Background: an optimization exercise with open tools, aiming at a short achievable clock period and few clock cycles. Do not read the settings as production practice.
Function was checked by simulation only, so behaviour that the tests miss may differ from the original.
Power figures rest on the tool's default switching activity, not on a simulated workload.

==> design/flow/design.v <==
module ALU(
    input [7:0] reg_data_A,      
    input [7:0] reg_data_B,
    input [3:0] ALU_Sel,
    output reg [3:0] NZVC,   
    output reg [7:0] Result
);
    reg [8:0] temp;   
	localparam ADD = 4'd0, SUB = 4'd1,
			LAND= 4'd2, LOR = 4'd3,
			BAND= 4'd4, BOR = 4'd5, XOR = 4'd6,
			INC = 4'd7, DEC = 4'd8;
	always @* begin
        {Result, temp, NZVC} = {8'b0, 9'b0, 4'b0};
        case(ALU_Sel)
            ADD: temp = {1'b0, reg_data_A} + {1'b0, reg_data_B};                         
            SUB: temp = {1'b0, reg_data_A} - {1'b0, reg_data_B};            				  
            LAND: Result = reg_data_A != 0 && reg_data_B != 0 ? 8'h01 : 8'h00;           
            LOR: Result = reg_data_A != 0 || reg_data_B != 0 ? 8'h01 : 8'h00;             
            BAND: Result = reg_data_A & reg_data_B;            									 
            BOR: Result = reg_data_A | reg_data_B;                                        
            XOR: Result = reg_data_A ^ reg_data_B;                                        
            INC: temp = {1'b0, reg_data_A} + 9'b1;                                        
            DEC: temp = {1'b0, reg_data_A} - 9'b1;                                       
        endcase
		if (ALU_Sel==ADD || ALU_Sel==SUB || ALU_Sel==INC || ALU_Sel==DEC)
				Result = temp[7:0];
		NZVC[3] = Result[7];                  
        NZVC[2] = ~|Result;                   
        if (ALU_Sel==ADD || ALU_Sel==INC) begin
            NZVC[1] = (reg_data_A[7]^Result[7]) & ~(reg_data_A[7]^reg_data_B[7]);  
            NZVC[0] = temp[8];                                                     
        end
        else if (ALU_Sel==SUB || ALU_Sel==DEC) begin
            NZVC[1] = (reg_data_A[7]^Result[7]) &  (reg_data_A[7]^reg_data_B[7]);  
            NZVC[0] = temp[8];                                                     
        end
    end
endmodule
module register_file(
    input clk,
    input reset,
    input [3:0] read_addr_A,
    input [3:0] read_addr_B,
    input [3:0] write_addr,
    input [7:0] write_data,
    input write_enable,
    output [7:0] read_data_A,
    output [7:0] read_data_B
);
    reg [7:0] registers [0:15];
    integer i;
    always @(posedge clk) begin
        if (!reset) begin
            for (i = 0; i < 16; i = i + 1) begin
                registers[i] <= 8'h00;
            end
        end else if (write_enable) begin
            registers[write_addr] <= write_data;
        end
    end
    assign read_data_A = registers[read_addr_A];
    assign read_data_B = registers[read_addr_B];   
endmodule
module data_path (
    input  logic        clk,
    input  logic        reset,
    input  logic        IR_Load,
    input  logic        MAR_Load,
    input  logic        PC_Load,
    input  logic        PC_Inc,
    input  logic        CCR_Load,
    input  logic [1:0]  Bus1_Sel,
    input  logic [2:0]  Bus2_Sel,
    input  logic        addr_sel,         
	 input  logic [3:0]  ALU_Sel,
    input  logic [7:0]  from_memory,
    input  logic [7:0]  alu_result,
    input  logic [7:0]  reg_data_A,
    input  logic [7:0]  reg_data_B,
    input  logic [3:0]  NZVC,
    input  logic [7:0]  immediate_value, 
    input  logic [7:0]  address_value, 
    output logic [7:0]  address,
    output logic [7:0]  to_memory,
    output logic [7:0]  bus2_data,        
    output logic [3:0]  CCR_Result,
    output logic [7:0]  IR                
);
    logic [7:0] PC, MAR, IR_reg;
    logic [3:0] CCR;
	 logic [7:0] BUS1;
	 logic [7:0] BUS2;
    assign BUS1 = (Bus1_Sel == 2'd0) ? PC         :
                       (Bus1_Sel == 2'd1) ? reg_data_A :
                                           reg_data_B;
    assign BUS2 = (Bus2_Sel == 3'd0) ? alu_result     :
                       (Bus2_Sel == 3'd1) ? BUS1           :
                       (Bus2_Sel == 3'd2) ? from_memory    :
                       (Bus2_Sel == 3'd3) ? immediate_value:  
                       (Bus2_Sel == 3'd4) ? address_value  : 8'h00;
    assign bus2_data = BUS2;  
    always_ff @(posedge clk or negedge reset) begin
        if (!reset) begin
            PC      <= 8'h00;
            MAR     <= 8'h00;
            IR_reg  <= 8'h00;
            CCR     <= 4'h0;
        end
        else begin
            if (IR_Load) IR_reg <= BUS2;
            if (MAR_Load) MAR   <= BUS2;
            if (PC_Load)        PC <= BUS2;
            else if (PC_Inc)    PC <= PC + 1;
            if (CCR_Load)       CCR <= NZVC;
        end
    end
    assign IR       = IR_reg;
    assign address  = (addr_sel) ? MAR : PC;   
    assign to_memory= BUS1;
    assign CCR_Result = CCR;
endmodule
module control_unit (
    input logic clk,
    input logic reset,
    input logic [7:0] IR,
    input logic [7:0] from_memory,
    input logic [3:0] CCR_Result,
    output logic IR_Load,
    output logic MAR_Load,
    output logic PC_Load,
    output logic PC_Inc,
    output logic [3:0] reg_read_addr_A,
    output logic [3:0] reg_read_addr_B,
    output logic [3:0] reg_write_addr,
    output logic reg_write_enable,
    output logic [3:0] ALU_Sel,
    output logic CCR_Load,
    output logic [2:0] Bus2_Sel,
    output logic [1:0] Bus1_Sel,
    output logic ALU_B_Sel,
    output logic write,
    output logic [7:0] immediate_out,
    output logic [7:0] address_out,
    output logic addr_sel
);
    typedef enum logic [2:0] {
        FETCH, DECODE, EXECUTE, LOADSTORE, DATA, BRANCH
    } state_t;
    state_t state, next;
    logic [3:0] cycle_count;
    logic [7:0] reg_operand_1, reg_operand_2;
    logic LoadStoreOP, DataOP, BranchOP;
    always_ff @(posedge clk) begin
        if (state==FETCH && cycle_count==3) reg_operand_1 <= from_memory;  
        if (state==FETCH && cycle_count==5) reg_operand_2 <= from_memory;  
    end
    assign immediate_out = (IR[7:4]==4'h2) ? reg_operand_1 : reg_operand_2;
    assign address_out   = reg_operand_2;
    always_ff @(posedge clk or negedge reset) begin
        if (!reset) begin
            state <= FETCH;
            cycle_count <= 4'd0;
        end else if (state != next) begin
				 state <= next;
				 cycle_count <= 4'd0;
			end else
				 cycle_count <= cycle_count + 4'd1;
	 end
    always_comb begin
        next = state;
        unique case (state)
            FETCH: if (cycle_count==4'd5)
                        next = DECODE;
            DECODE: next = EXECUTE;
            EXECUTE: case(IR[7:4])
                          4'h8 : next = LOADSTORE;
                          4'h9 : next = DATA;
                          4'hA : next = LOADSTORE;
                          4'h2 : next = BRANCH;
                          default : next = FETCH;
                       endcase
            LOADSTORE: if ( (IR==8'h80) || cycle_count==3'd2)
							next = FETCH;
            DATA:      if (cycle_count==3'd0)
                            next = FETCH;
            BRANCH:    if (cycle_count==3'd1)
                            next = FETCH;
            default:   next = FETCH;
        endcase
    end
    typedef logic [24:0] ctrl_t;   
	 ctrl_t ctrl;
    function automatic ctrl_t CTL (
        input logic         a_sel, b_sel, wr, ccr_load, reg_we,
        input logic [3:0]   alu, reg_wa,
        input logic [1:0]   b1,
        input logic [2:0]   b2,
        input logic         pc_inc, pc_load, mar_load, ir_load
    );
        CTL = {a_sel, b_sel, wr, ccr_load, reg_we,
                alu, reg_wa, b1, b2, pc_inc, pc_load,
                mar_load, ir_load};
    endfunction
    localparam ctrl_t
        C_NOP  = CTL(1'b0,1'b0,1'b0,1'b0,1'b0, 4'd0,4'd0, 2'd0,3'd0, 1'b0,1'b0,1'b0,1'b0),
        CF0    = CTL(1'b0,1'b0,1'b0,1'b0,1'b0, 4'd0,4'd0, 2'd0,3'b001, 1'b0,1'b0,1'b1,1'b0),
        CF1    = CTL(1'b0,1'b0,1'b0,1'b0,1'b0, 4'd0,4'd0, 2'd0,3'b010, 1'b1,1'b0,1'b0,1'b1),
        CF2    = CF0,
        CF3    = CTL(1'b0,1'b0,1'b0,1'b0,1'b0, 4'd0,4'd0, 2'd0,3'b010, 1'b1,1'b0,1'b0,1'b0),
        CF4    = CF0,
        CF5    = CF3;
    function automatic ctrl_t INC_and_DEC (input logic inc, input logic [3:0] r);
        INC_and_DEC = CTL(1'b1, 1'b0,           
                   1'b1, 1'b1, 1'b1,         
                   inc ? 4'd7 : 4'd8,   
                   r,
                   2'd1, 3'd0,      
                   1'b0,1'b0,1'b0,1'b0);
    endfunction
    function automatic ctrl_t decode(
        input state_t       state,
        input logic [2:0]   cycle_count,
        input logic [7:0]   ir
    );
        ctrl_t c;
        logic [3:0] alu;
        logic pc_load;
        c = C_NOP;
         unique case (state)
            FETCH: case (cycle_count)
                    4'd0: c = CF0;
                    4'd1: c = CF1;
                    4'd2: c = CF2;
                    4'd3: c = CF3;
                    4'd4: c = CF4;
                    4'd5: c = CF5;
                endcase
            LOADSTORE: begin
                if ((ir==8'h80) && (cycle_count==3'b0)) begin               
                    c = CTL(1'b0,1'b0,1'b0,1'b0,1'b1, 4'd0, reg_operand_1[3:0], 2'd0,3'b011,1'b0,1'b0,1'b0,1'b0);
                end
                else if ((ir[7:4]==4'hA) && (cycle_count==3'b0)) begin      
                    c = CTL(1'b0,1'b0,1'b0,1'b0,1'b0, 4'd0,4'd0, 2'd0,3'b001, 1'b0,1'b0,1'b1,1'b0);
                end
                else if ((ir[7:4]==4'hA) && (cycle_count==3'd2)) begin                  
                    c = INC_and_DEC(ir==8'hA0, reg_operand_1[3:0]);
                end
            end
            DATA: if (cycle_count==4'd0) begin
                case (ir[2:0])
                    3'b000: alu = 4'd0;    
                    3'b001: alu = 4'd1;    
                    3'b010: alu = 4'd4;    
                    3'b011: alu = 4'd5;    
                    3'b100: alu = 4'd6;    
                    default: alu = 4'd0;
                endcase
                c = CTL(1'b0,1'b0,1'b0,1'b1,1'b1, alu, reg_operand_1[3:0], 2'd1, 3'd0, 1'b0,1'b0,1'b0,1'b0);
            end
            BRANCH: begin
                if (cycle_count==4'd0)
                    c = CTL(1'b1,1'b1,1'b0,1'b0,1'b0, 4'd0,4'd0, 2'd0,3'd0, 1'b0,1'b0,1'b0,1'b0);
                if (cycle_count==4'd1) begin
                    case (ir[2:0])
                        3'b000: pc_load = 1'b1;               
                        3'b011: pc_load = ~CCR_Result[2];     
                        3'b100: pc_load =  CCR_Result[2];     
                        default: pc_load = 1'b0;
                    endcase
                    c = CTL(1'b0,1'b0,1'b0,1'b0,1'b0, 4'd0,4'd0, 2'd0,3'd0, 1'b0, pc_load, 1'b0,1'b0);
                end
            end
            DECODE: ;
            EXECUTE: ;
            default: ;
        endcase
        decode = c;
    endfunction
    always_comb ctrl = decode(state, cycle_count, IR);
    assign { addr_sel, ALU_B_Sel, write, CCR_Load, reg_write_enable,
             ALU_Sel,
             reg_write_addr,
             Bus1_Sel, Bus2_Sel,
             PC_Inc, PC_Load, MAR_Load, IR_Load } = ctrl;
    assign reg_read_addr_A = (state==DATA || (state==LOADSTORE && IR[7:4]==4'hA)) ? reg_operand_1[3:0] : 4'd0;
    assign reg_read_addr_B = (state==DATA) ? reg_operand_2[3:0] : 4'd0;
endmodule
module cpu(
    input clk,
    input reset,
    output [7:0] address,
    input [7:0] from_memory,
    output write,
    output [7:0] to_memory
);
    wire        IR_Load;
    wire [7:0]  IR;
    wire        MAR_Load;
    wire        PC_Load;
    wire        PC_Inc;
    wire [3:0]  ALU_Sel;
    wire [3:0]  CCR_Result;
    wire        CCR_Load;
    wire [2:0]  Bus2_Sel;
    wire [1:0]  Bus1_Sel;
    wire [7:0]  immediate_value;
    wire [7:0]  address_value;
    wire        ALU_B_Sel;
    wire        addr_sel;        
    wire [3:0] reg_read_addr_A, reg_read_addr_B, reg_write_addr;
    wire [7:0] reg_read_data_A, reg_read_data_B, reg_write_data;
    wire reg_write_enable;
    wire [7:0] alu_result;
    wire [3:0] NZVC;
    control_unit control_unit1 (
        .clk(clk),
        .reset(reset),
        .IR_Load(IR_Load),
        .IR(IR),
        .MAR_Load(MAR_Load),
        .PC_Load(PC_Load),
        .PC_Inc(PC_Inc),
        .reg_read_addr_A(reg_read_addr_A),
        .reg_read_addr_B(reg_read_addr_B),
        .reg_write_addr(reg_write_addr),
        .reg_write_enable(reg_write_enable),
        .ALU_Sel(ALU_Sel),
        .CCR_Result(CCR_Result),
        .CCR_Load(CCR_Load),
        .Bus2_Sel(Bus2_Sel),
        .Bus1_Sel(Bus1_Sel),
        .ALU_B_Sel(ALU_B_Sel),
        .write(write),
        .from_memory(from_memory),
        .immediate_out(immediate_value),
        .address_out(address_value),
        .addr_sel(addr_sel)
    );
    data_path data_path1 (
        .clk(clk),
        .reset(reset),
        .IR_Load(IR_Load),
        .IR(IR),
        .MAR_Load(MAR_Load),
        .address(address),
        .PC_Load(PC_Load),
        .PC_Inc(PC_Inc),
        .ALU_Sel(ALU_Sel),
        .CCR_Result(CCR_Result),
        .CCR_Load(CCR_Load),
        .Bus2_Sel(Bus2_Sel),
        .Bus1_Sel(Bus1_Sel),
        .from_memory(from_memory),
        .to_memory(to_memory),
        .bus2_data(reg_write_data),
        .alu_result(alu_result),
        .reg_data_A(reg_read_data_A),
        .reg_data_B(reg_read_data_B),
        .NZVC(NZVC),
        .immediate_value(immediate_value),
        .address_value(address_value),
        .addr_sel(addr_sel)
    );
    register_file reg_file (
        .clk(clk),
        .reset(reset),
        .read_addr_A(reg_read_addr_A),
        .read_addr_B(reg_read_addr_B),
        .write_addr(reg_write_addr),
        .write_data(reg_write_data),
        .write_enable(reg_write_enable),
        .read_data_A(reg_read_data_A),
        .read_data_B(reg_read_data_B)
    );
    ALU alu1 (
        .reg_data_A(reg_read_data_A),
        .reg_data_B(reg_read_data_B),
        .ALU_Sel(ALU_Sel),
        .NZVC(NZVC),
        .Result(alu_result)
    );
endmodule
==> design/flow/run.sh <==
#!/bin/bash
# synth_recipe.tcl (not shown) runs the flow's synth.tcl, then flattens the netlist and writes it again
# the make line also repeats each setting of config.mk as NAME=value (left out here)
make -C /OpenROAD-flow-scripts/flow DESIGN_CONFIG=/design/flow/config.mk WORK_HOME=/design/flow/orfs CLKGATE_MAP_FILE= SYNTH_SCRIPT=/design/flow/synth_recipe.tcl finish
==> design/flow/config.mk <==
export PLATFORM = sky130hd
export DESIGN_NAME = cpu
export DESIGN_NICKNAME = cpu
export VERILOG_FILES = /design/flow/design.v
export SDC_FILE = /design/flow/constraint.sdc
export NUM_CORES = 4
export LEC_CHECK = 0
export CAP_MARGIN = 20
export CORE_MARGIN = 2
export CORE_UTILIZATION = 40
export SLEW_MARGIN = 20
==> design/flow/constraint.sdc <==
create_clock -name core_clock -period 7.0 [get_ports {clk}]
set_input_delay 1.4000 -clock core_clock [delete_from_list [all_inputs] [get_ports {clk}]]
set_output_delay 1.4000 -clock core_clock [all_outputs]
set_load 0.01 [all_outputs]
==> flow_metrics.py, run 1 <==
metrics = {
    "critical_path": {
        "worst_path_most_repeated_cell": "a21o_1",
        "crit_slowest_cell": "a21boi_4",
        "reg2reg_to": "reg_file.registers[3][6]",
        "cpLargestDelayFamily": "compound AO/OA/AOI/OAI gates",
        "critPathArrivalTime_ns": 6.26,
        "regToRegSetupSlack_ns": 0.90,
        "endpoint_kind": "flop",
        "rr_startpoint": "control_unit1.state[2]",
        "reg2reg_depth": 20,
        "critPathBufInv": 2,
        "cp-start-kind": "flop",
        "path_cells": "nor3b_2, a21o_1, nand2_1, buf_4, mux2_2, o22ai_1, o211ai_1, o21ai_0, ha_1, inv_1, fa_1, a21o_1, a21o_1, a21o_1, a21oi_1, xnor2_1, a221o_1, o211ai_1, a21boi_4, nor2_1",
        "cpPeakStageDelay_ns": 0.67,
        "criticalPathCategory": "reg2reg",
        "path_max_fanout": 31,
        "required_ns": 7.16,
    },
    "cts": {
        "cts_resized": 0,
        "cts_tree": "built",
        "clock_path_buffers": 2,
        "clk_pin_slew_worst_paths_ns": 0.07,
        "clock-sinks": 176,
        "clock_latency_ns": 0.44,
        "cts_buffers": 17,
        "cts_root_buffer": "clkbuf_16",
        "h-tree-depth": 4,
        "cts_setup_buffers": 0,
        "cts_hold_buf": 0,
    },
    "place": {
        "dp_hpwl_um": 24500,
        "dp_cells": 1347,
        "portBuffers": 26,
        "dpl_worst_slack_ns": 0.984,
        "placed_area_um2": 11400,
        "place.gp.congestion": 0.972,
    },
    "floorplan": {
        "rows": 60,
        "fp.dieH_um": 169,
        "dieArea_um2": 28600,
        "io_pins": 27,
        "initial_core_util_pct": 40.5,
        "die_width_um": 169,
        "coreArea_um2": 26900,
    },
    "timing": {
        "worst_pin_slew_ns": 1.08,
        "fin_tns_setup_ns": 0,
        "hold_viol_final": 0,
        "setup_slack_ns": 0.900,
        "slew_violations": 0,
        "period_minus_slack_ns": 6.10,
        "skew_ns": 0.0129,
        "fmax_mhz": 164,
        "setup_viol": 0,
        "period_share_pct": 87.1,
        "rsz0062_at_grt": "no",
        "slew_headroom_pct": 27.7,
    },
    "logic_synthesis": {
        "ys_top_cells_by_count": "175 x nor2_1, 144 x edfxtp_1, 82 x nand2_1, 56 x o21ai_0, 53 x a21oi_1",
        "synthFlopType": "edfxtp_1",
        "yosysMostFrequentCell": "nor2_1",
        "ys_types": 82,
        "synth.top_cells.by_area": "edfxtp_1 40%, dfrtp_1 7.4%, nor2_1 6.0%",
        "synth-edff-count": 144,
        "yosys.area.top_type": "edfxtp_1",
        "synth_area_um2": 10900,
        "synth-seq-area-share_pct": 47.1,
        "syn_nets": 1072,
        "synth-seq-cells": 176,
        "postSynthAreaPerCell_um2": 10.6,
        "ys_warn_count": 4,
        "yosysTopAreaCellShare_pct": 39.7,
        "synthCells": 1031,
        "async_reset_ff_share_pct": 18.2,
    },
    "power_and_ir_drop": {
        "p_leak_nw": 4.52,
        "p_per_area_nw_per_um2": 450,
        "peakVddDrop_v": 0.000383,
        "design_power_total_w": 0.00540,
    },
    "global_routing": {
        "antenna_found_initial": 0,
        "grt_max_degree": 51,
        "grt_pass1_vias": 8264,
        "grt_util_all_layers_pct": 24.6,
        "grt_overflow": 0,
        "grt_pass1_wl_um": 51900,
    },
    "layout": {
        "area_growth_pct": 10.1,
        "top_register": "reg_file.registers",
        "final_area_um2": 12000,
        "largest_reg_flops": 128,
        "drive_gt1_share_pct": 14.5,
        "final_cells": 1379,
        "nets": 1066,
        "n_antenna_cell": 0,
    },
    "hold_path": {
        "hold_path.class": "reg2reg",
        "hold_path_end": "data_path1.IR_reg[3]",
        "holdPathStages": 2,
        "hold_start": "data_path1.IR_reg[3]",
    },
    "drt": {
        "vias_per_cell": 6.25,
        "dr_total_vias": 8617,
        "firstDrtPassIters": 5,
        "wl_per_cell_um": 24.9,
        "drtIter0Drc": 1142,
        "drc_errors": 0,
        "wl_um": 34400,
        "ant_nets": 0,
    },
    "flow_run": {
        "cap_violations": 0,
    },
    "run_status": {
        "outcome": "timing/DRC/antenna clean",
    },
}
-- how the worst max path moves through the flow --
stage / start / to / slack, ns / cells past startpoint
detailed placement: control_unit1.state[2] / reg_file.registers[10][6] / 0.98 / 20
finish: control_unit1.state[2] / reg_file.registers[3][6] / 0.90 / 20
CTS: control_unit1.state[2] / reg_file.registers[15][6] / 0.95 / 20
floorplan: control_unit1.state[0] / reg_file.registers[11][7] / 2.09 / 21
global placement: control_unit1.state[2] / reg_file.registers[2][6] / 1.18 / 20
global route: control_unit1.state[2] / reg_file.registers[15][6] / 0.40 / 20
-- metal layers --
metal	track usage, %	part of all wire [%]	vias up
met5	0	0	-
met4	10.3	3.8	0
met3	4.37	8.4	82
met2	35.3	43	492
met1	36.5	45	4210
li1	-	-	3833
-- cells by family (layout without fill, tap and decap cells) --
family / after synthesis / count (layout) / share of synthesized area, %
simple gates: 360 / 360 / 15.4
compound gates: 257 / 257 / 16.4
flops: 176 / 176 / 47.1
buf+inv: 104 / 111 / 4.87
mux: 88 / 88 / 11.4
fa+ha+maj: 31 / 31 / 3.63
xor+xnor: 15 / 15 / 1.21
-- cell usage in the layout, fill, tap and decap left out, types with 6 or more instances in the layout --
| master | synthesis | layout |
|---|---|---|
| nand2b_1 | 9 | 9 |
| a21oi_2 | 11 | 11 |
| mux4_2 | 26 | 26 |
| nor2b_1 | 7 | 7 |
| xor2_1 | 6 | 6 |
| buf_4 | 9 | 25 |
| clkbuf_16 | 0 | 17 |
| a221oi_1 | 9 | 9 |
| mux2_2 | 26 | 26 |
| ha_1 | 30 | 30 |
| dfrtp_1 | 32 | 32 |
| a211oi_1 | 20 | 20 |
| clkdlybuf4s50_1 | 0 | 25 |
| xnor2_1 | 9 | 9 |
| o22ai_1 | 13 | 13 |
| nor2_1 | 175 | 175 |
| nor3_1 | 12 | 12 |
| nand3_1 | 22 | 22 |
| a22oi_1 | 6 | 6 |
| a21oi_1 | 53 | 53 |
| nand2_1 | 82 | 82 |
| inv_1 | 24 | 24 |
| nand3b_1 | 7 | 7 |
| edfxtp_1 | 144 | 144 |
| and3_1 | 6 | 6 |
| o211ai_1 | 16 | 16 |
| mux2i_1 | 36 | 36 |
| o21ai_0 | 56 | 56 |
| o221ai_1 | 15 | 15 |
| a21o_1 | 9 | 9 |
-- worst reg2reg max path: stages (launching register included) --
cell and delay, ns:
dfrtp_1 0.58, nor3b_2 0.43, a21o_1 0.38, nand2_1 0.33
buf_4 0.37, mux2_2 0.33, o22ai_1 0.16, o211ai_1 0.13
o21ai_0 0.31, ha_1 0.25, inv_1 0.05, fa_1 0.41
a21o_1 0.18, a21o_1 0.20, a21o_1 0.18, a21oi_1 0.18
xnor2_1 0.09, a221o_1 0.32, o211ai_1 0.19, a21boi_4 0.68
nor2_1 0.11
-- report_power, final --
part	switching, W	internal (W)	leakage (nW)
Sequential	0.000166	0.00127	1.85
Clock	0.000473	0.000545	0.301
Combinational	0.00203	0.000923	2.36
Total	0.00266	0.00273	4.52
-- metrics by stage --
stage	hold WS, ns	utilization, %
CTS	0.497	44.6
detailed placement	0.479	42.3
finish	0.500	44.6
global placement	0.471	42.3
floorplan	0.451	-
global route	0.534	44.6
-- final cells by class --
cell class / count / area, µm²
fill: 2508 / 14900
multi-input combinational: 751 / 5260
sequential: 176 / 5120
timing repair buffer: 51 / 443
tap: 341 / 427
clock buffer: 17 / 425
clock inverter: 15 / 199
inverter: 28 / 105
Testbench counts, summed over its fixed seeds: cycles 314,689.
==> run 2: changes to the inputs <==
==> design/flow/design.v (replaced) <==
module cpu(
    input clk,
    input reset,
    output [7:0] address,
    input [7:0] from_memory,
    output write,
    output [7:0] to_memory
);
    localparam S_OP = 2'd0, S_B1 = 2'd1, S_B2 = 2'd2, S_WR = 2'd3;
    reg [7:0] A;           
    reg [1:0] st;
    reg       wr;
    reg [7:0] R [0:15];
    reg       Z;
    reg       i_ld, i_alu, i_id, i_inc;
    reg [2:0] i_aop;
    reg [3:0] x;
    reg       ex_v;        
    reg       ex_z;        
    reg [2:0] ex_op;       
    reg [3:0] ex_x;
    reg [7:0] ex_a, ex_b;
    assign address  = A;
    assign write    = wr;
    assign to_memory = ex_a;
    reg [7:0] res;
    always @* begin
        case (ex_op)
            3'd1: res = ex_a - ex_b;
            3'd2: res = ex_a & ex_b;
            3'd3: res = ex_a | ex_b;
            3'd4: res = ex_a ^ ex_b;
            3'd5: res = ex_b;
            default: res = ex_a + ex_b;
        endcase
    end
    wire       zf  = (ex_v && ex_z) ? (res == 8'd0) : Z;
    wire [7:0] r0f = (ex_v && ex_x == 4'd0) ? res : R[0];
    function [7:0] zadj(input [7:0] a);
        if (a[7:4] == 4'hE)
            case (a[3:0])
                4'd0, 4'd3, 4'd6, 4'd9, 4'd12, 4'd15: zadj = 8'hF2;
                4'd1, 4'd4, 4'd7, 4'd10, 4'd13:       zadj = 8'hF0;
                default:                              zadj = 8'hF1;
            endcase
        else
            zadj = a;
    endfunction
    wire in_ram = (A >= 8'h80) && (A < 8'hE0);
    wire [7:0] op = (st == S_WR && in_ram) ? ex_a : from_memory;
    wire op_ld  = (op == 8'h80);
    wire op_alu = (op[7:4] == 4'h9);
    wire op_id  = (op[7:4] == 4'hA);
    wire op_br  = (op[7:4] == 4'h2) &&
                  ((op[2:0] == 3'd0) || (op[2:0] == 3'd3 && !zf) || (op[2:0] == 3'd4 && zf));
    wire op_multi = op_ld | op_alu | op_id;
    wire [7:0] a_next3 = zadj(A + 8'd3);
    wire [7:0] a_next1 = zadj(A + 8'd1);
    wire [7:0] a_tgt   = zadj({r0f[6:0], 1'b0});
    wire is_op = (st == S_OP) || (st == S_WR);
    wire [3:0] rsel = (st == S_B1) ? from_memory[3:0] : x;
    wire [7:0] rd   = R[rsel];
    wire [7:0] ry   = R[from_memory[3:0]];
    integer k;
    always @(posedge clk or negedge reset) begin
        if (!reset) begin
            A <= 8'd0; st <= S_OP; wr <= 1'b0; Z <= 1'b0;
            i_ld <= 1'b0; i_alu <= 1'b0; i_id <= 1'b0; i_inc <= 1'b0;
            i_aop <= 3'd0; x <= 4'd0;
            ex_v <= 1'b0; ex_z <= 1'b0; ex_op <= 3'd0; ex_x <= 4'd0;
            ex_a <= 8'd0; ex_b <= 8'd0;
            for (k = 0; k < 16; k = k + 1) R[k] <= 8'd0;
        end else begin
            if (ex_v) begin
                R[ex_x] <= res;
                if (ex_z) Z <= (res == 8'd0);
            end
            ex_v <= 1'b0;
            wr <= 1'b0;
            case (st)
                S_B1: begin
                    x <= from_memory[3:0];
                    ex_a <= rd;
                    if (i_id) begin
                        A <= A + 8'd2;
                        st <= S_WR;
                        wr <= 1'b1;
                        ex_v <= 1'b1; ex_z <= 1'b1; ex_x <= from_memory[3:0];
                        ex_op <= 3'd0;
                        ex_b <= i_inc ? 8'h01 : 8'hFF;
                    end else begin
                        A <= A + 8'd1;
                        st <= S_B2;
                    end
                end
                S_B2: begin
                    A <= a_next1;
                    st <= S_OP;
                    ex_v <= 1'b1; ex_x <= x; ex_a <= rd;
                    ex_z <= i_alu;
                    if (i_ld) begin
                        ex_op <= 3'd5; ex_b <= from_memory;
                    end else begin
                        ex_b <= ry;
                        case (i_aop)
                            3'd1: ex_op <= 3'd1;
                            3'd2: ex_op <= 3'd2;
                            3'd3: ex_op <= 3'd3;
                            3'd4: ex_op <= 3'd4;
                            default: ex_op <= 3'd0;
                        endcase
                    end
                end
                default: begin  
                    i_ld <= op_ld; i_alu <= op_alu; i_id <= op_id;
                    i_inc <= (op == 8'hA0); i_aop <= op[2:0];
                    if (op_multi) begin
                        A <= A + 8'd1;
                        st <= S_B1;
                    end else begin
                        A <= op_br ? a_tgt : a_next3;
                        st <= S_OP;
                    end
                end
            endcase
        end
    end
endmodule
--- a/design/flow/config.mk
+++ b/design/flow/config.mk
@@ -7,2 +7,3 @@
 export LEC_CHECK = 0
+export ABC_CLOCK_PERIOD_IN_PS = 2200
 export CAP_MARGIN = 20
@@ -10,2 +11,3 @@
 export CORE_UTILIZATION = 40
+export SETUP_SLACK_MARGIN = 4.8
 export SLEW_MARGIN = 20
==> run 2 against run 1 <==
  * Synthesized cell count up 19%
  * Register-to-register slack better by 2.5 ns
  * First-iteration DRC count up 25%
  * Critical endpoint is now A[1]
  * Design area up 28%
  * Count of clock-buffer cells in the layout unchanged
  * Sequential cell count unchanged
  * Still clean on timing, DRC and antenna
  * Final cell count up 27%
  * Via count up 30%
  * Clock skew up 0.0052 ns
==> flow_metrics.py, run 2 <==
metrics = {
    "layout": {
        "final_cells": 1758,
        "final_area_um2": 15400,
        "top_register": "R",
        "drive_gt1_share_pct": 37.2,
        "nFillCells": 2234,
        "seq_area_um2": 4430,
        "multi_input_area_um2": 7240,
        "layout_commonest_cell": "dfrtp_1",
        "area_growth_pct": 40.0,
        "largest_reg_flops": 128,
        "final_cell_mix": "155 x dfrtp_1, 126 x nor2_1, 118 x buf_4, 113 x nand2_1, 77 x a21oi_1",
        "nets": 1448,
    },
    "floorplan": {
        "rows": 60,
        "dieArea_um2": 28800,
        "io_pins": 27,
        "fp.dieH_um": 170,
        "die_width_um": 170,
        "coreArea_um2": 27000,
        "initial_core_util_pct": 40.8,
    },
    "cts": {
        "cts_buffers": 17,
        "h-tree-depth": 4,
        "cts_hold_buf": 0,
        "clk_pin_slew_worst_paths_ns": 0.08,
        "cts_tree": "built",
        "cts_root_buffer": "clkbuf_16",
        "clock_latency_ns": 0.46,
        "clock-sinks": 176,
        "clock_path_buffers": 2,
    },
    "drt": {
        "drtIter0Drc": 1429,
        "dr_total_vias": 11195,
        "vias_per_cell": 6.37,
        "wl_met1_um": 18100,
        "wl_um": 45200,
        "drc_errors": 0,
        "ant_nets": 0,
        "wl_met3_um": 4300,
        "firstDrtPassIters": 6,
        "dr.max_layer_used": "met4",
        "wl_per_cell_um": 25.7,
        "met2_length_um": 19800,
    },
    "timing": {
        "hold_slack_ns": 0.513,
        "slew_headroom_pct": 33.2,
        "fin_tns_setup_ns": 0,
        "hold_viol_final": 0,
        "setup_viol": 0,
        "slew_violations": 0,
        "rsz0062_at_grt": "yes",
        "period_share_pct": 51.6,
        "period_minus_slack_ns": 3.61,
        "worst_pin_slew_ns": 0.999,
        "skew_ns": 0.0181,
        "setup_slack_ns": 3.39,
        "fmax_mhz": 277,
    },
    "logic_synthesis": {
        "syn_nets": 1273,
        "ys_warn_count": 2,
        "yosysMostFrequentCell": "dfrtp_1",
        "synth-edff-count": 0,
        "synthCells": 1228,
        "synth_area_um2": 11000,
        "synth.top_cells.by_area": "dfrtp_1 40%, mux2_2 5.4%, nor2_1 5.2%",
        "async_reset_ff_share_pct": 100,
        "synth-seq-cells": 176,
        "postSynthAreaPerCell_um2": 8.96,
        "ys_top_cells_by_count": "176 x dfrtp_1, 152 x nor2_1, 117 x nand2_1, 108 x a21oi_1, 67 x o21ai_0",
        "yosysTopAreaCellShare_pct": 40.0,
        "yosys.area.top_type": "dfrtp_1",
        "synthFlopType": "dfrtp_1",
        "ys_types": 89,
        "synth-seq-area-share_pct": 40.0,
    },
    "critical_path": {
        "critPathBufInv": 2,
        "cpLargestDelayFamily": "compound AO/OA/AOI/OAI gates",
        "crit_slowest_cell": "dfrtp_2",
        "worst_path_most_repeated_cell": "o311a_4",
        "path_cells": "nor3b_4, mux2_4, inv_4, ha_4, nor2b_4, o311a_4, o2111ai_4, o311a_4, o21ba_4, a311o_1, buf_6, nand3_4, nor4bb_4, o31ai_1",
        "criticalPathCategory": "reg2reg",
        "cp-start-kind": "flop",
        "critPathArrivalTime_ns": 3.94,
        "endpoint_kind": "flop",
        "required_ns": 7.33,
        "path_max_fanout": 5,
        "cpPeakStageDelay_ns": 0.44,
    },
    "power_and_ir_drop": {
        "peakVddDrop_v": 0.000329,
        "p_per_area_nw_per_um2": 431,
        "p_leak_nw": 6.68,
    },
    "global_routing": {
        "grt_overflow": 0,
        "antenna_found_initial": 1,
        "grt_pass1_vias": 10897,
        "grt_util_all_layers_pct": 31.2,
        "grt_pass1_wl_um": 67000,
        "grt_max_degree": 69,
    },
    "hold_path": {
        "hold_path.class": "reg2reg",
    },
    "place": {
        "placed_area_um2": 11900,
        "dpl_worst_slack_ns": 2.22,
        "dp_cells": 1532,
        "portBuffers": 26,
        "dp_hpwl_um": 26000,
        "place.gp.congestion": 0.929,
    },
    "flow_run": {
        "cap_violations": 0,
    },
    "run_status": {
        "outcome": "timing/DRC/antenna clean",
    },
}
run 2: changes by cell type after synthesis, sizes merged, moves of 14 or more:
| cell | change |
|---|---|
| dfrtp | +144 |
| edfxtp | -144 |
| a22oi | +49 |
| a21oi | +45 |
| nand2 | +35 |
| clkbuf | +33 |
| buf | -30 |
| mux2 | +29 |
| mux4 | -24 |
| nor2 | -22 |
| a22o | +17 |
| nand4 | +15 |
| inv | +14 |
run 2: stage by stage:
stage / power [W] / utilization (%)
floorplan: 0.00341 / -
global placement: 0.00398 / 44.0
detailed placement: 0.00400 / 44.0
CTS: 0.00616 / 55.3
global route: 0.00689 / 57.1
finish: 0.00664 / 57.1
run 2: cell families after synthesis:
group	after synthesis	share of synthesized area [%]
multiplexers	98	9.77
XOR/XNOR	26	2.14
adder cells (fa/ha/maj)	35	4.05
flip-flops	176	40.0
AO/OA/AOI/OAI	373	22.6
buffers and inverters	122	4.56
AND/OR/NAND/NOR	398	16.8
run 2: per-layer routing:
metal / vias up / GRT usage [%]
li1: 4829 / -
met1: 5436 / 40.6
met2: 716 / 47.4
met3: 214 / 7.44
met4: 0 / 18.0
met5: - / 0
run 2: layout make-up:
class / instances / area share (%)
Antenna cell: 1 / 0.0162
Clock buffer: 17 / 2.76
Clock inverter: 15 / 1.19
Inverter: 43 / 1.13
Multi-Input combinational cell: 932 / 47.0
Sequential cell: 176 / 28.8
Tap cell: 341 / 2.77
Timing Repair Buffer: 233 / 16.4
run 2: power by group:
part           internal [W]  leakage (nW)  switching [W]
sequential          0.00126          2.35       0.000311
combinational       0.00187          4.03        0.00219
clock              0.000486         0.297       0.000513
total               0.00362          6.68        0.00302
run 2: worst paths after layout:
check	slack, ns	to	startpoint	cells after the start
max	3.39	A[1]	ex_op[2]	14
min	0.51	Z	Z	2
max reg2reg	3.39	A[1]	ex_op[2]	14
min reg2reg	0.51	Z	Z	2
max in group asynchronous	5.00	ex_op[0]	reset	2
min in group asynchronous	0.88	R[3][7]	reset	1
run 2: tightest hold or removal path, cell delays in order (launching register included):
cell     delay [ns]
dfrtp_1        0.33
nand2_1        0.08
nand2_1        0.07
run 2: timing repair:
item | 4_1_cts | 5_1_grt
gates cloned | 10 | 1
buffers inserted | 162 | 20
setup endpoints to repair | 231 | 200
resized for setup | 292 | 91
pin swaps | 104 | 32
Testbench counts of run 2, summed over its fixed seeds: cycles 52,247.
==> run 3: changes to the inputs <==
--- a/design/flow/design.v
+++ b/design/flow/design.v
@@ -36,4 +36,4 @@
     end
-    wire       zf  = (ex_v && ex_z) ? (res == 8'd0) : Z;
-    wire [7:0] r0f = (ex_v && ex_x == 4'd0) ? res : R[0];
+    wire       zf  = Z;
+    wire [7:0] r0f = R[0];
     function [7:0] zadj(input [7:0] a);
@@ -53,4 +53,5 @@
     wire op_id  = (op[7:4] == 4'hA);
-    wire op_br  = (op[7:4] == 4'h2) &&
-                  ((op[2:0] == 3'd0) || (op[2:0] == 3'd3 && !zf) || (op[2:0] == 3'd4 && zf));
+    wire op_bx  = (op[7:4] == 4'h2) && (op[2:0] == 3'd0 || op[2:0] == 3'd3 || op[2:0] == 3'd4);
+    wire br_stall = op_bx && ex_v && (ex_z || ex_x == 4'd0);
+    wire op_br  = op_bx && ((op[2:0] == 3'd0) || (op[2:0] == 3'd3 && !zf) || (op[2:0] == 3'd4 && zf));
     wire op_multi = op_ld | op_alu | op_id;
@@ -116,3 +117,5 @@
                     i_inc <= (op == 8'hA0); i_aop <= op[2:0];
-                    if (op_multi) begin
+                    if (br_stall) begin
+                        st <= S_OP;
+                    end else if (op_multi) begin
                         A <= A + 8'd1;
--- a/design/flow/config.mk
+++ b/design/flow/config.mk
@@ -11,3 +11,4 @@
 export CORE_UTILIZATION = 40
-export SETUP_SLACK_MARGIN = 4.8
+export SETUP_SLACK_MARGIN = 4.6
 export SLEW_MARGIN = 20
+export TNS_END_PERCENT = 10
==> run 3 against run 2 <==
  * Synthesized cell count is 0.16% lower
  * Highest routed layer is now met5
  * Via count is 2.9% lower
  * Largest power group unchanged
  * Worst setup slack better by 0.59 ns
  * Critical endpoint is now ex_b[3]
  * Register-to-register slack better by 0.60 ns
  * Sequential cell count stayed put
  * Still clean on timing, DRC and antenna
  * Clock power is 4% lower
  * Clock skew is 0.0036 ns lower
  * Worst hold slack better by 0.0027 ns
==> flow_metrics.py, run 3 <==
metrics = {
    "run_status": {
        "outcome": "timing/DRC/antenna clean",
    },
    "logic_synthesis": {
        "ys_top_cells_by_count": "176 x dfrtp_1, 112 x a21oi_1, 105 x nor2_1, 101 x nand2_1, 77 x o21ai_0",
        "yosysMostFrequentCell": "dfrtp_1",
        "ys_types": 86,
        "yosys.area.top_type": "dfrtp_1",
        "async_reset_ff_share_pct": 100,
        "synth-edff-count": 0,
        "synth-seq-cells": 176,
        "syn_nets": 1271,
        "postSynthAreaPerCell_um2": 9.23,
        "ys_warn_count": 2,
        "synthFlopType": "dfrtp_1",
        "yosysTopAreaCellShare_pct": 38.9,
        "synth-seq-area-share_pct": 38.9,
        "synth_area_um2": 11300,
        "synthCells": 1226,
        "synth.top_cells.by_area": "dfrtp_1 39%, mux2_2 7.0%, a21oi_1 5.0%",
    },
    "global_routing": {
        "grt_pass1_wl_um": 65900,
        "grt_util_all_layers_pct": 30.5,
        "antenna_found_initial": 3,
        "grt_overflow": 0,
        "grt_pass1_vias": 10251,
        "grt_max_degree": 65,
    },
    "place": {
        "placed_area_um2": 12000,
        "dp_cells": 1577,
        "portBuffers": 26,
        "dp_hpwl_um": 28700,
        "place.gp.congestion": 0.973,
    },
    "timing": {
        "skew_ns": 0.0145,
        "slew_violations": 0,
        "worst_pin_slew_ns": 0.966,
        "period_minus_slack_ns": 3.02,
        "rsz0062_at_grt": "yes",
        "period_share_pct": 43.2,
        "fin_tns_setup_ns": 0,
        "fmax_mhz": 331,
        "hold_slack_ns": 0.516,
        "setup_viol": 0,
        "slew_headroom_pct": 35.6,
        "hold_viol_final": 0,
    },
    "power_and_ir_drop": {
        "pwr-share-seq_pct": 31.3,
        "p_int_w": 0.00280,
        "power_frac_comb_pct": 49.5,
        "switching_share_pct": 44.1,
        "peakVddDrop_v": 0.000306,
        "p_leak_nw": 6.11,
        "p_per_area_nw_per_um2": 349,
        "clkPwrFrac_pct": 19.2,
        "switchingPower_w": 0.00221,
    },
    "critical_path": {
        "cp-start-kind": "primary input",
        "path_cells": "buf_12, buf_12, inv_1, nor3_1, a32o_1, a22oi_1, o221ai_1, o221ai_1, a31oi_1",
        "endpoint_kind": "flop",
        "required_ns": 7.31,
        "criticalPathCategory": "in2reg",
        "cpLargestDelayFamily": "compound AO/OA/AOI/OAI gates",
        "critPathBufInv": 3,
        "path_max_fanout": 13,
        "cpPeakStageDelay_ns": 0.47,
        "regToRegSetupSlack_ns": 3.99,
        "crit_slowest_cell": "inv_1",
        "critPathArrivalTime_ns": 3.33,
    },
    "drt": {
        "ant_nets": 0,
        "vias_per_cell": 6.36,
        "wl_um": 44600,
        "firstDrtPassIters": 7,
        "drc_errors": 0,
        "dr_total_vias": 10874,
        "wl_per_cell_um": 26.1,
        "drtIter0Drc": 1319,
    },
    "floorplan": {
        "rows": 61,
        "die_width_um": 172,
        "dieArea_um2": 29600,
        "io_pins": 27,
        "fp.dieH_um": 172,
        "initial_core_util_pct": 40.7,
        "coreArea_um2": 27800,
    },
    "layout": {
        "largest_reg_flops": 128,
        "nFillCells": 2542,
        "nets": 1364,
        "area_growth_pct": 27.1,
        "final_cells": 1711,
        "final_area_um2": 14400,
        "top_register": "R",
        "final_cell_mix": "156 x dfrtp_1, 99 x nor2_1, 98 x nand2_1, 96 x a21oi_1, 87 x buf_4",
        "drive_gt1_share_pct": 28.8,
        "layout_commonest_cell": "dfrtp_1",
    },
    "cts": {
        "clock-sinks": 176,
        "clk_pin_slew_worst_paths_ns": 0.07,
        "h-tree-depth": 4,
        "cts_tree": "built",
        "clock_path_buffers": 2,
        "cts_buffers": 17,
        "cts_root_buffer": "clkbuf_16",
        "clock_latency_ns": 0.46,
    },
    "hold_path": {
        "hold_path.class": "reg2reg",
    },
    "flow_run": {
        "cap_violations": 0,
    },
}
[run 3: area by class of cell]
type                            instances  area (µm²)  area share [%]
Tap cell                              378         473            3.29
Sequential cell                       176        4430            30.8
Antenna cell                            1        2.50          0.0174
Multi-Input combinational cell        926        7010            48.8
Clock buffer                           20         437            3.04
Timing Repair Buffer                  156        1720            12.0
Inverter                               42         176            1.23
Clock inverter                         12         124           0.861
[run 3: layer usage]
| layer | wire length [µm] | vias to the layer above | part of all wire [%] | global-route usage, % |
|---|---|---|---|---|
| met3 | 4150 | 176 | 9.3 | 7.37 |
| met2 | 19900 | 618 | 45 | 47.4 |
| met1 | 18300 | 5331 | 41 | 40.5 |
| li1 | - | 4745 | - | - |
| met4 | 2240 | 4 | 5.0 | 13.3 |
| met5 | 20 | - | 0.045 | 0 |
[run 3: worst register-to-register path, stage by stage, from the launching register on]
cell,delay [ns]
dfrtp_2,0.44
buf_6,0.13
nor3_4,0.26
a31oi_4,0.13
xnor2_2,0.16
ha_1,0.30
or3_1,0.37
o21ai_2,0.07
a31oi_2,0.07
xnor2_1,0.21
a221oi_2,0.08
buf_4,0.17
buf_6,0.12
buf_6,0.12
mux2_4,0.26
[run 3: logic make-up after synthesis]
| group | after synthesis | share of synthesized area [%] |
|---|---|---|
| AOI/OAI and AO/OA | 412 | 24.0 |
| xor gates and xnor gates | 29 | 2.24 |
| adders and majority gates | 35 | 3.94 |
| buffers and inverters | 124 | 4.94 |
| DFF | 176 | 38.9 |
| muxes | 116 | 11.6 |
| and+or+nand+nor | 334 | 14.3 |
[run 3: final timing paths]
check / startpoint / to / cells after the start
setup / recovery: from_memory[3] / ex_b[3] / 9
min in group asynchronous: reset / ex_a[7] / 1
hold / removal: i_alu / ex_z / 1
hold reg to reg: i_alu / ex_z / 1
setup reg to reg: ex_b[1] / R[7][7] / 14
max in group asynchronous: reset / ex_a[2] / 2
[run 3: through the flow]
step	total power, W	worst slack, ns	utilization [%]
2_1_floorplan	0.00273	3.86	-
3_3_place_gp	0.00342	2.38	43.0
3_5_place_dp	0.00343	2.52	43.1
4_1_cts	0.00467	4.06	50.2
5_1_grt	0.00524	3.94	51.7
6_report	0.00501	3.98	51.8
[run 3: repair_timing]
item,4_1_cts,5_1_grt
endpoints found under the setup margin,158,224
setup buffers,71,22
gates resized for setup,166,65
gates cloned,7,1
pin swaps,53,26
hold buffers,0,0
[run 3: power by group through the flow]
stage | logic [W] | registers [W] | clock network, W
3_3_place_gp | 0.00180 | 0.00161 | 0
6_report | 0.00248 | 0.00157 | 0.000962
4_1_cts | 0.00215 | 0.00156 | 0.000966
5_1_grt | 0.00263 | 0.00159 | 0.00101
2_1_floorplan | 0.00131 | 0.00142 | 0
3_5_place_dp | 0.00182 | 0.00161 | 0
Testbench counts of run 3, summed over its fixed seeds: cycles 53,510.
==> run 4: changes to the inputs <==
--- a/design/flow/config.mk
+++ b/design/flow/config.mk
@@ -10,5 +10,6 @@
 export CORE_MARGIN = 2
-export CORE_UTILIZATION = 40
-export SETUP_SLACK_MARGIN = 4.6
+export CORE_UTILIZATION = 55
+export PLACE_DENSITY = 0.75
+export SETUP_SLACK_MARGIN = 4.2
 export SLEW_MARGIN = 20
-export TNS_END_PERCENT = 10
+export TNS_END_PERCENT = 100
==> run 4 against run 3 <==
  * First-iteration DRC count grew 39%
  * Combinational power hardly changed
  * Routed wire length rose by 0.33%
  * Largest cell class unchanged
  * Design area down 0.45%
  * Worst hold slack better by 0.0037 ns
  * Sequential power decreased by 3%
  * Largest power group unchanged
  * Synthesized area did not move
  * Sequential cell count unchanged
  * Power decreased by 1.0%
  * Still clean on timing, DRC and antenna
  * Maximum frequency grew 1.1%
  * Core utilization grew 19 points
==> flow_metrics.py, run 4 <==
metrics = {
    "layout": {
        "nets": 1371,
        "largest_reg_flops": 128,
        "seq_area_um2": 4430,
        "final_cell_mix": "155 x dfrtp_1, 106 x buf_4, 101 x nor2_1, 99 x a21oi_1, 96 x nand2_1",
        "top_register": "R",
        "layout_commonest_cell": "dfrtp_1",
        "multi_input_area_um2": 7140,
        "area_growth_pct": 26.5,
        "utilization_pct": 70.7,
        "nFillCells": 1465,
        "drive_gt1_share_pct": 30.5,
    },
    "logic_synthesis": {
        "postSynthAreaPerCell_um2": 9.23,
        "synth.top_cells.by_area": "dfrtp_1 39%, mux2_2 7.0%, a21oi_1 5.0%",
        "async_reset_ff_share_pct": 100,
        "synth-edff-count": 0,
        "ys_warn_count": 2,
        "synthCells": 1226,
        "synth_area_um2": 11300,
        "ys_top_cells_by_count": "176 x dfrtp_1, 112 x a21oi_1, 105 x nor2_1, 101 x nand2_1, 77 x o21ai_0",
        "yosysTopAreaCellShare_pct": 38.9,
        "synthFlopType": "dfrtp_1",
        "ys_types": 86,
        "yosysMostFrequentCell": "dfrtp_1",
        "synth-seq-area-share_pct": 38.9,
        "syn_nets": 1271,
        "synth-seq-cells": 176,
        "yosys.area.top_type": "dfrtp_1",
    },
    "global_routing": {
        "antenna_found_initial": 2,
        "grt_util_all_layers_pct": 39.3,
        "grt_pass1_wl_um": 64100,
        "grt_pass1_vias": 10582,
        "grt_max_degree": 83,
        "grt_overflow": 0,
    },
    "critical_path": {
        "crit_slowest_cell": "dfrtp_1",
        "path_max_fanout": 7,
        "regToRegSetupSlack_ns": 4.01,
        "endpoint_kind": "flop",
        "worst_path_most_repeated_cell": "buf_6",
        "reg2reg_depth": 13,
        "path_cells": "buf_6, nor3_4, buf_6, a31oi_4, xnor2_2, ha_1, or3_4, o21ai_2, a31oi_1, xnor2_1, a221oi_4, inv_2, a32o_1",
        "required_ns": 7.34,
        "rr_startpoint": "ex_b[0]",
        "critPathArrivalTime_ns": 3.33,
        "startpoint": "ex_b[0]",
        "critPathCapture": "Z",
        "criticalPathCategory": "reg2reg",
        "reg2reg_to": "Z",
        "cpPeakStageDelay_ns": 0.41,
        "cp-start-kind": "flop",
    },
    "drt": {
        "firstDrtPassIters": 15,
        "wl_um": 44700,
        "wl_per_cell_um": 27.8,
        "drtIter0Drc": 1829,
        "vias_per_cell": 7.14,
        "ant_nets": 0,
        "dr_total_vias": 11491,
        "drc_errors": 0,
    },
    "floorplan": {
        "die_width_um": 147,
        "initial_core_util_pct": 55.9,
        "coreArea_um2": 20200,
        "io_pins": 27,
        "dieArea_um2": 21700,
        "fp.dieH_um": 147,
        "rows": 52,
    },
    "hold_path": {
        "hold_start": "i_alu",
        "hold_path.class": "reg2reg",
    },
    "power_and_ir_drop": {
        "p_leak_nw": 6.18,
        "p_per_area_nw_per_um2": 347,
        "design_power_total_w": 0.00496,
        "peakVddDrop_v": 0.000206,
    },
    "timing": {
        "setup_viol": 0,
        "fmax_mhz": 335,
        "worst_pin_slew_ns": 0.983,
        "skew_ns": 0.0127,
        "period_minus_slack_ns": 2.99,
        "hold_viol_final": 0,
        "period_share_pct": 42.7,
        "fin_tns_setup_ns": 0,
        "slew_violations": 0,
        "slew_headroom_pct": 34.5,
        "rsz0062_at_grt": "yes",
    },
    "cts": {
        "clk_pin_slew_worst_paths_ns": 0.07,
        "cts_tree": "built",
        "clock_path_buffers": 2,
        "clock-sinks": 176,
        "clock_latency_ns": 0.46,
        "cts_root_buffer": "clkbuf_16",
        "cts_hold_buf": 0,
        "h-tree-depth": 4,
        "cts_buffers": 17,
    },
    "run_status": {
        "outcome": "timing/DRC/antenna clean",
    },
    "place": {
        "place.gp.congestion": 1.08,
        "dp_hpwl_um": 26900,
        "portBuffers": 26,
    },
    "flow_run": {
        "cap_violations": 0,
    },
}
-- run 4: cell families (layout without fill, tap and decap cells) --
kind of cell / Yosys count / in the layout / synth area share, %
AO/OA/AOI/OAI: 412 / 412 / 24.0
AND/OR/NAND/NOR: 334 / 334 / 14.3
flip-flops: 176 / 176 / 38.9
buffers and inverters: 124 / 237 / 4.94
multiplexers: 116 / 116 / 11.6
adder cells (fa/ha/maj): 35 / 35 / 3.94
XOR/XNOR: 29 / 29 / 2.24
other: 0 / 1 / 0
-- run 4: layout make-up --
class,instances,share of cell area (%)
sequential,176,31.0
inverter,42,1.22
clock buffer,18,3.07
tap,270,2.36
multi-input combinational,926,49.9
antenna,1,0.0175
timing repair buffer,163,11.5
clock inverter,14,0.997
-- run 4: per-layer routing --
metal	GRT usage [%]	vias up	part of all wire [%]
li1	-	4760	-
met1	50.4	5472	36
met2	62.0	943	44
met3	9.88	314	12
met4	20.3	2	8.0
met5	0	-	0.092
-- run 4: metrics by stage --
stage / cell area, µm² / hold WS (ns) / worst slack, ns / cells
after floorplan: 11500 / 0.456 / 3.86 / 1226
after global placement: 11800 / 0.495 / 2.81 / 1462
after detailed placement: 11800 / 0.486 / 2.62 / 1462
after CTS: 13400 / 0.507 / 4.04 / 1557
after global routing: 14300 / 0.541 / 3.94 / 1609
final: 14300 / 0.520 / 4.01 / 1610
-- run 4: worst min-delay path by stage --
stage | cells after the start | slack (ns) | to
finish | 1 | 0.52 | i_alu
CTS | 1 | 0.51 | ex_z
global route | 1 | 0.54 | ex_z
floorplan | 1 | 0.46 | i_alu
global placement | 2 | 0.50 | R[1][6]
detailed placement | 1 | 0.49 | i_alu
-- run 4: critical path: cells and delay by family (launching register included) --
family / cells / cell delay [ns]
buffers and inverters: 3 / 0.42
and+or+nand+nor: 2 / 0.54
AOI/OAI and AO/OA: 5 / 0.84
xor gates and xnor gates: 2 / 0.35
adders and majority gates: 1 / 0.32
DFF: 1 / 0.41
-- run 4: power breakdown --
part / switching (W) / leakage (nW) / internal [W]
combinational: 0.00146 / 3.58 / 0.00101
clock: 0.000481 / 0.278 / 0.000483
sequential: 0.000293 / 2.33 / 0.00124
total: 0.00223 / 6.18 / 0.00273
-- run 4: what timing repair did --
action / in CTS / in global routing
cloned: 7 / 3
setup buffers: 56 / 49
pin swaps: 22 / 66
endpoints found under the hold margin: 0 / 0
resized for setup: 126 / 125
endpoints found under the setup margin: 157 / 96
==> run 5: changes to the inputs <==
--- a/design/flow/design.v
+++ b/design/flow/design.v
@@ -25,2 +25,23 @@
     assign to_memory = ex_a;
+    wire       cin = (ex_op == 3'd1);
+    wire [7:0] bb  = ex_b ^ {8{cin}};
+    wire [7:0] g0 = ex_a & bb, p0 = ex_a ^ bb;
+    reg  [7:0] G1, P1, G2, P2, G3, P3;
+    integer t;
+    always @* begin
+        for (t = 0; t < 8; t = t + 1) begin
+            if (t % 2 == 1) begin G1[t] = g0[t] | (p0[t] & g0[t-1]); P1[t] = p0[t] & p0[t-1]; end
+            else            begin G1[t] = g0[t]; P1[t] = p0[t]; end
+        end
+        for (t = 0; t < 8; t = t + 1) begin
+            if (t % 4 >= 2) begin G2[t] = G1[t] | (P1[t] & G1[(t/4)*4+1]); P2[t] = P1[t] & P1[(t/4)*4+1]; end
+            else            begin G2[t] = G1[t]; P2[t] = P1[t]; end
+        end
+        for (t = 0; t < 8; t = t + 1) begin
+            if (t >= 4) begin G3[t] = G2[t] | (P2[t] & G2[3]); P3[t] = P2[t] & P2[3]; end
+            else        begin G3[t] = G2[t]; P3[t] = P2[t]; end
+        end
+    end
+    wire [7:0] carry = {G3[6:0] | (P3[6:0] & {7{cin}}), cin};
+    wire [7:0] sum = p0 ^ carry;
     reg [7:0] res;
@@ -28,3 +49,2 @@
         case (ex_op)
-            3'd1: res = ex_a - ex_b;
             3'd2: res = ex_a & ex_b;
@@ -33,3 +53,3 @@
             3'd5: res = ex_b;
-            default: res = ex_a + ex_b;
+            default: res = sum;
         endcase
--- a/design/flow/config.mk
+++ b/design/flow/config.mk
@@ -10,6 +10,5 @@
 export CORE_MARGIN = 2
-export CORE_UTILIZATION = 55
-export PLACE_DENSITY = 0.75
-export SETUP_SLACK_MARGIN = 4.2
+export CORE_UTILIZATION = 40
+export SETUP_SLACK_MARGIN = 4.6
 export SLEW_MARGIN = 20
-export TNS_END_PERCENT = 100
+export TNS_END_PERCENT = 10
==> run 5 against run 4 <==
  * Still clean
  * Sequential power rose by 8%
  * Synthesized cell count fell by 0.82%
  * Via count fell by 4.4%
  * Critical path type is now reg2out
==> flow_metrics.py, run 5 <==
metrics = {
    "run_status": {
        "outcome": "timing/DRC/antenna clean",
    },
    "place": {
        "dp_cells": 1576,
        "portBuffers": 26,
        "dpl_worst_slack_ns": 2.65,
        "dp_hpwl_um": 26700,
        "place.gp.congestion": 0.991,
    },
    "logic_synthesis": {
        "synthCells": 1216,
        "synth-edff-count": 0,
        "async_reset_ff_share_pct": 100,
        "synth-compound-area-share_pct": 25.4,
        "yosysMostFrequentCell": "dfrtp_1",
        "synthAdderAreaFrac_pct": 3.70,
        "synth_area_um2": 11200,
        "postSynthAreaPerCell_um2": 9.18,
        "synth-seq-cells": 176,
        "yosys.area.top_type": "dfrtp_1",
        "synth.top_cells.by_area": "dfrtp_1 39%, mux2_2 6.0%, a22oi_1 5.3%",
        "ys_top_cells_by_count": "176 x dfrtp_1, 120 x nand2_1, 105 x nor2_1, 99 x a21oi_1, 83 x o21ai_0",
        "ys_types": 83,
        "ys_warn_count": 2,
        "syn_nets": 1259,
        "synth_top_family_by_area": "compound AO/OA/AOI/OAI gates",
        "yosysTopAreaCellShare_pct": 39.4,
        "synthMuxAreaShare_pct": 9.40,
        "synthSimpleGateAreaFrac_pct": 15.4,
        "synthFlopType": "dfrtp_1",
        "synth-seq-area-share_pct": 39.4,
        "synth_xor_area_share_pct": 2.20,
    },
    "cts": {
        "clock_path_buffers": 2,
        "clk_pin_slew_worst_paths_ns": 0.07,
        "cts_hold_buf": 0,
        "clock-sinks": 176,
        "cts_buffers": 17,
        "cts_tree": "built",
        "h-tree-depth": 4,
        "clock_latency_ns": 0.44,
        "cts_root_buffer": "clkbuf_16",
    },
    "timing": {
        "setup_slack_ns": 3.94,
        "period_share_pct": 43.8,
        "slew_violations": 0,
        "fin_tns_setup_ns": 0,
        "slew_headroom_pct": 31.5,
        "period_minus_slack_ns": 3.06,
        "worst_pin_slew_ns": 1.02,
        "hold_viol_final": 0,
        "skew_ns": 0.0141,
        "setup_viol": 0,
        "fmax_mhz": 326,
        "rsz0062_at_grt": "yes",
    },
    "critical_path": {
        "path_cells": "clkdlybuf4s50_1",
        "cpPeakStageDelay_ns": 0.62,
        "endpoint_kind": "output pin",
        "path_max_fanout": 7,
        "criticalPathCategory": "reg2out",
        "critPathBufInv": 1,
        "regToRegSetupSlack_ns": 3.96,
        "cpLargestDelayFamily": "buffers and inverters",
        "cp-start-kind": "flop",
        "required_ns": 5.60,
        "critPathArrivalTime_ns": 1.66,
        "crit_slowest_cell": "clkdlybuf4s50_1",
    },
    "layout": {
        "drive_gt1_share_pct": 27.5,
        "n_antenna_cell": 0,
        "area_growth_pct": 27.1,
        "top_register": "R",
        "nFillCells": 2525,
        "largest_reg_flops": 128,
        "multi_input_area_um2": 6790,
        "nets": 1359,
        "final_cell_mix": "167 x dfrtp_1, 116 x nand2_1, 102 x nor2_1, 92 x buf_4, 89 x a21oi_1",
        "layout_commonest_cell": "dfrtp_1",
        "final_cells": 1707,
        "seq_area_um2": 4420,
    },
    "drt": {
        "vias_per_cell": 6.44,
        "wl_per_cell_um": 25.1,
        "drc_errors": 0,
        "firstDrtPassIters": 8,
        "dr_total_vias": 10985,
        "drtIter0Drc": 1783,
        "ant_nets": 0,
        "wl_um": 42900,
    },
    "global_routing": {
        "grt_max_degree": 92,
        "grt_pass1_vias": 9793,
        "grt_util_all_layers_pct": 27.7,
        "grt_overflow": 0,
        "antenna_found_initial": 0,
        "grt_pass1_wl_um": 60800,
    },
    "floorplan": {
        "die_width_um": 171,
        "rows": 61,
        "initial_core_util_pct": 40.4,
        "dieArea_um2": 29300,
        "coreArea_um2": 27600,
        "io_pins": 27,
        "fp.dieH_um": 171,
    },
    "power_and_ir_drop": {
        "peakVddDrop_v": 0.000209,
        "p_leak_nw": 5.97,
        "p_per_area_nw_per_um2": 382,
    },
    "hold_path": {
        "hold_path.class": "reg2reg",
    },
    "flow_run": {
        "cap_violations": 0,
    },
}
-- run 5: changes by cell type in the layout (fill, tap and decap cells not counted), sizes merged, moves of 7 or more --
cell,previous run,this run
a221oi,6,14
nand3,12,19
clkdlybuf4s50,10,21
nand2,103,120
mux2i,40,25
a22oi,63,79
o21ai,98,85
nor3,19,7
mux2,71,59
buf,137,127
-- run 5: area by class of cell --
class                   count  area share, %
repair inverters            1         0.0353
repair buffers            159           12.5
well taps                 378           3.33
flip-flops and latches    176           31.1
multi-input cells         922           47.9
inverters                  39           1.09
clock buffers              18           3.09
clock inverters            14          0.961
-- run 5: final timing paths --
kind	depth (start not counted)	to	from
worst min-delay path	1	i_alu	i_alu
worst max register to register	12	Z	ex_op[2]
min in group asynchronous	1	R[9][2]	reset
max in group asynchronous	2	ex_op[0]	reset
worst max-delay path	1	to_memory[7]	ex_a[7]
worst min register to register	1	i_alu	i_alu
-- run 5: timing repair --
| action | in CTS | in global routing |
|---|---|---|
| buffers inserted | 21 | 62 |
| resized for setup | 52 | 107 |
| endpoints found under the setup margin | 159 | 235 |
| gates cloned | 5 | 11 |
| pin swaps | 12 | 51 |
-- run 5: power breakdown --
part           internal (W)  total (W)  switching, W
Combinational       0.00125    0.00281       0.00156
Clock              0.000485   0.000956      0.000471
Sequential          0.00126    0.00165      0.000392
Total               0.00299    0.00542       0.00242
-- run 5: cell families after synthesis --
logic type,count (synthesis)
AOI/OAI and AO/OA,416
xor gates and xnor gates,28
adders and majority gates,33
buffers and inverters,118
DFF,176
muxes,90
and+or+nand+nor,355
-- run 5: worst register-to-register path: stages (launching register included) --
cell     delay, ns
dfrtp_2       0.43
nor3b_4       0.34
xnor2_1       0.12
ha_2          0.19
or3_4         0.36
o221a_4       0.25
a31o_4        0.23
a21o_4        0.23
xor2_2        0.18
a21oi_4       0.09
buf_4         0.18
buf_12        0.13
a41o_1        0.21
-- run 5: per-stage QoR --
stage	total power (W)	utilization (%)	hold slack (ns)	area (µm²)
floorplan	0.00298	-	0.454	11400
finish	0.00542	51.4	0.497	14200
detailed placement	0.00369	43.2	0.482	11900
CTS	0.00510	47.0	0.500	13000
global placement	0.00366	43.2	0.477	11900
global route	0.00567	51.4	0.520	14200
-- run 5: per-layer routing --
metal  track usage [%]  vias to the layer above  part of all wire [%]
met4              12.6                        0                   6.4
li1                  -                     4744                     -
met2              42.5                      692                    44
met1              37.4                     5322                    39
met5                 0                        -                     0
met3              5.76                      227                    11
Testbench counts of run 5, summed over its fixed seeds: cycles 53,510.

[separate check: timing with driven ports]
No port has a modelled driver above. Below, the same layouts with a new extraction and two added sets of constraints.
Step 1, drivers: a clkbuf_16 drives clk and a buf_2 each remaining input, both assumed.
Step 2, shift: input delay + t, output delay - t, t = (earliest + latest rising clock arrival at the registers) / 2. This alone moves slack from input paths to output paths.
Slacks: no drivers / after step 1 / after step 2; pairs: no drivers / after step 1.
run	t (ns)	setup slack, ns	worst setup path at the end	worst register clock-pin slew, ns	pins driven straight from the clock port
run 1	0.483	0.900 / 0.900 / 0.900	register to register	0.08 / 0.08	1
run 2	0.503	3.391 / 3.391 / 3.386	input to register	0.09 / 0.09	1
run 3	0.496	3.979 / 3.981 / 3.485	input to register	0.08 / 0.08	1
run 4	0.503	4.011 / 3.931 / 3.428	input to register	0.08 / 0.08	1
run 5	0.489	3.936 / 3.883 / 3.449	input to register	0.08 / 0.08	1
After both steps setup and hold are still met in every run listed. The setup slack of run 4, which loses most, moves by -0.080 ns with the drivers and by -0.583 ns with both steps.
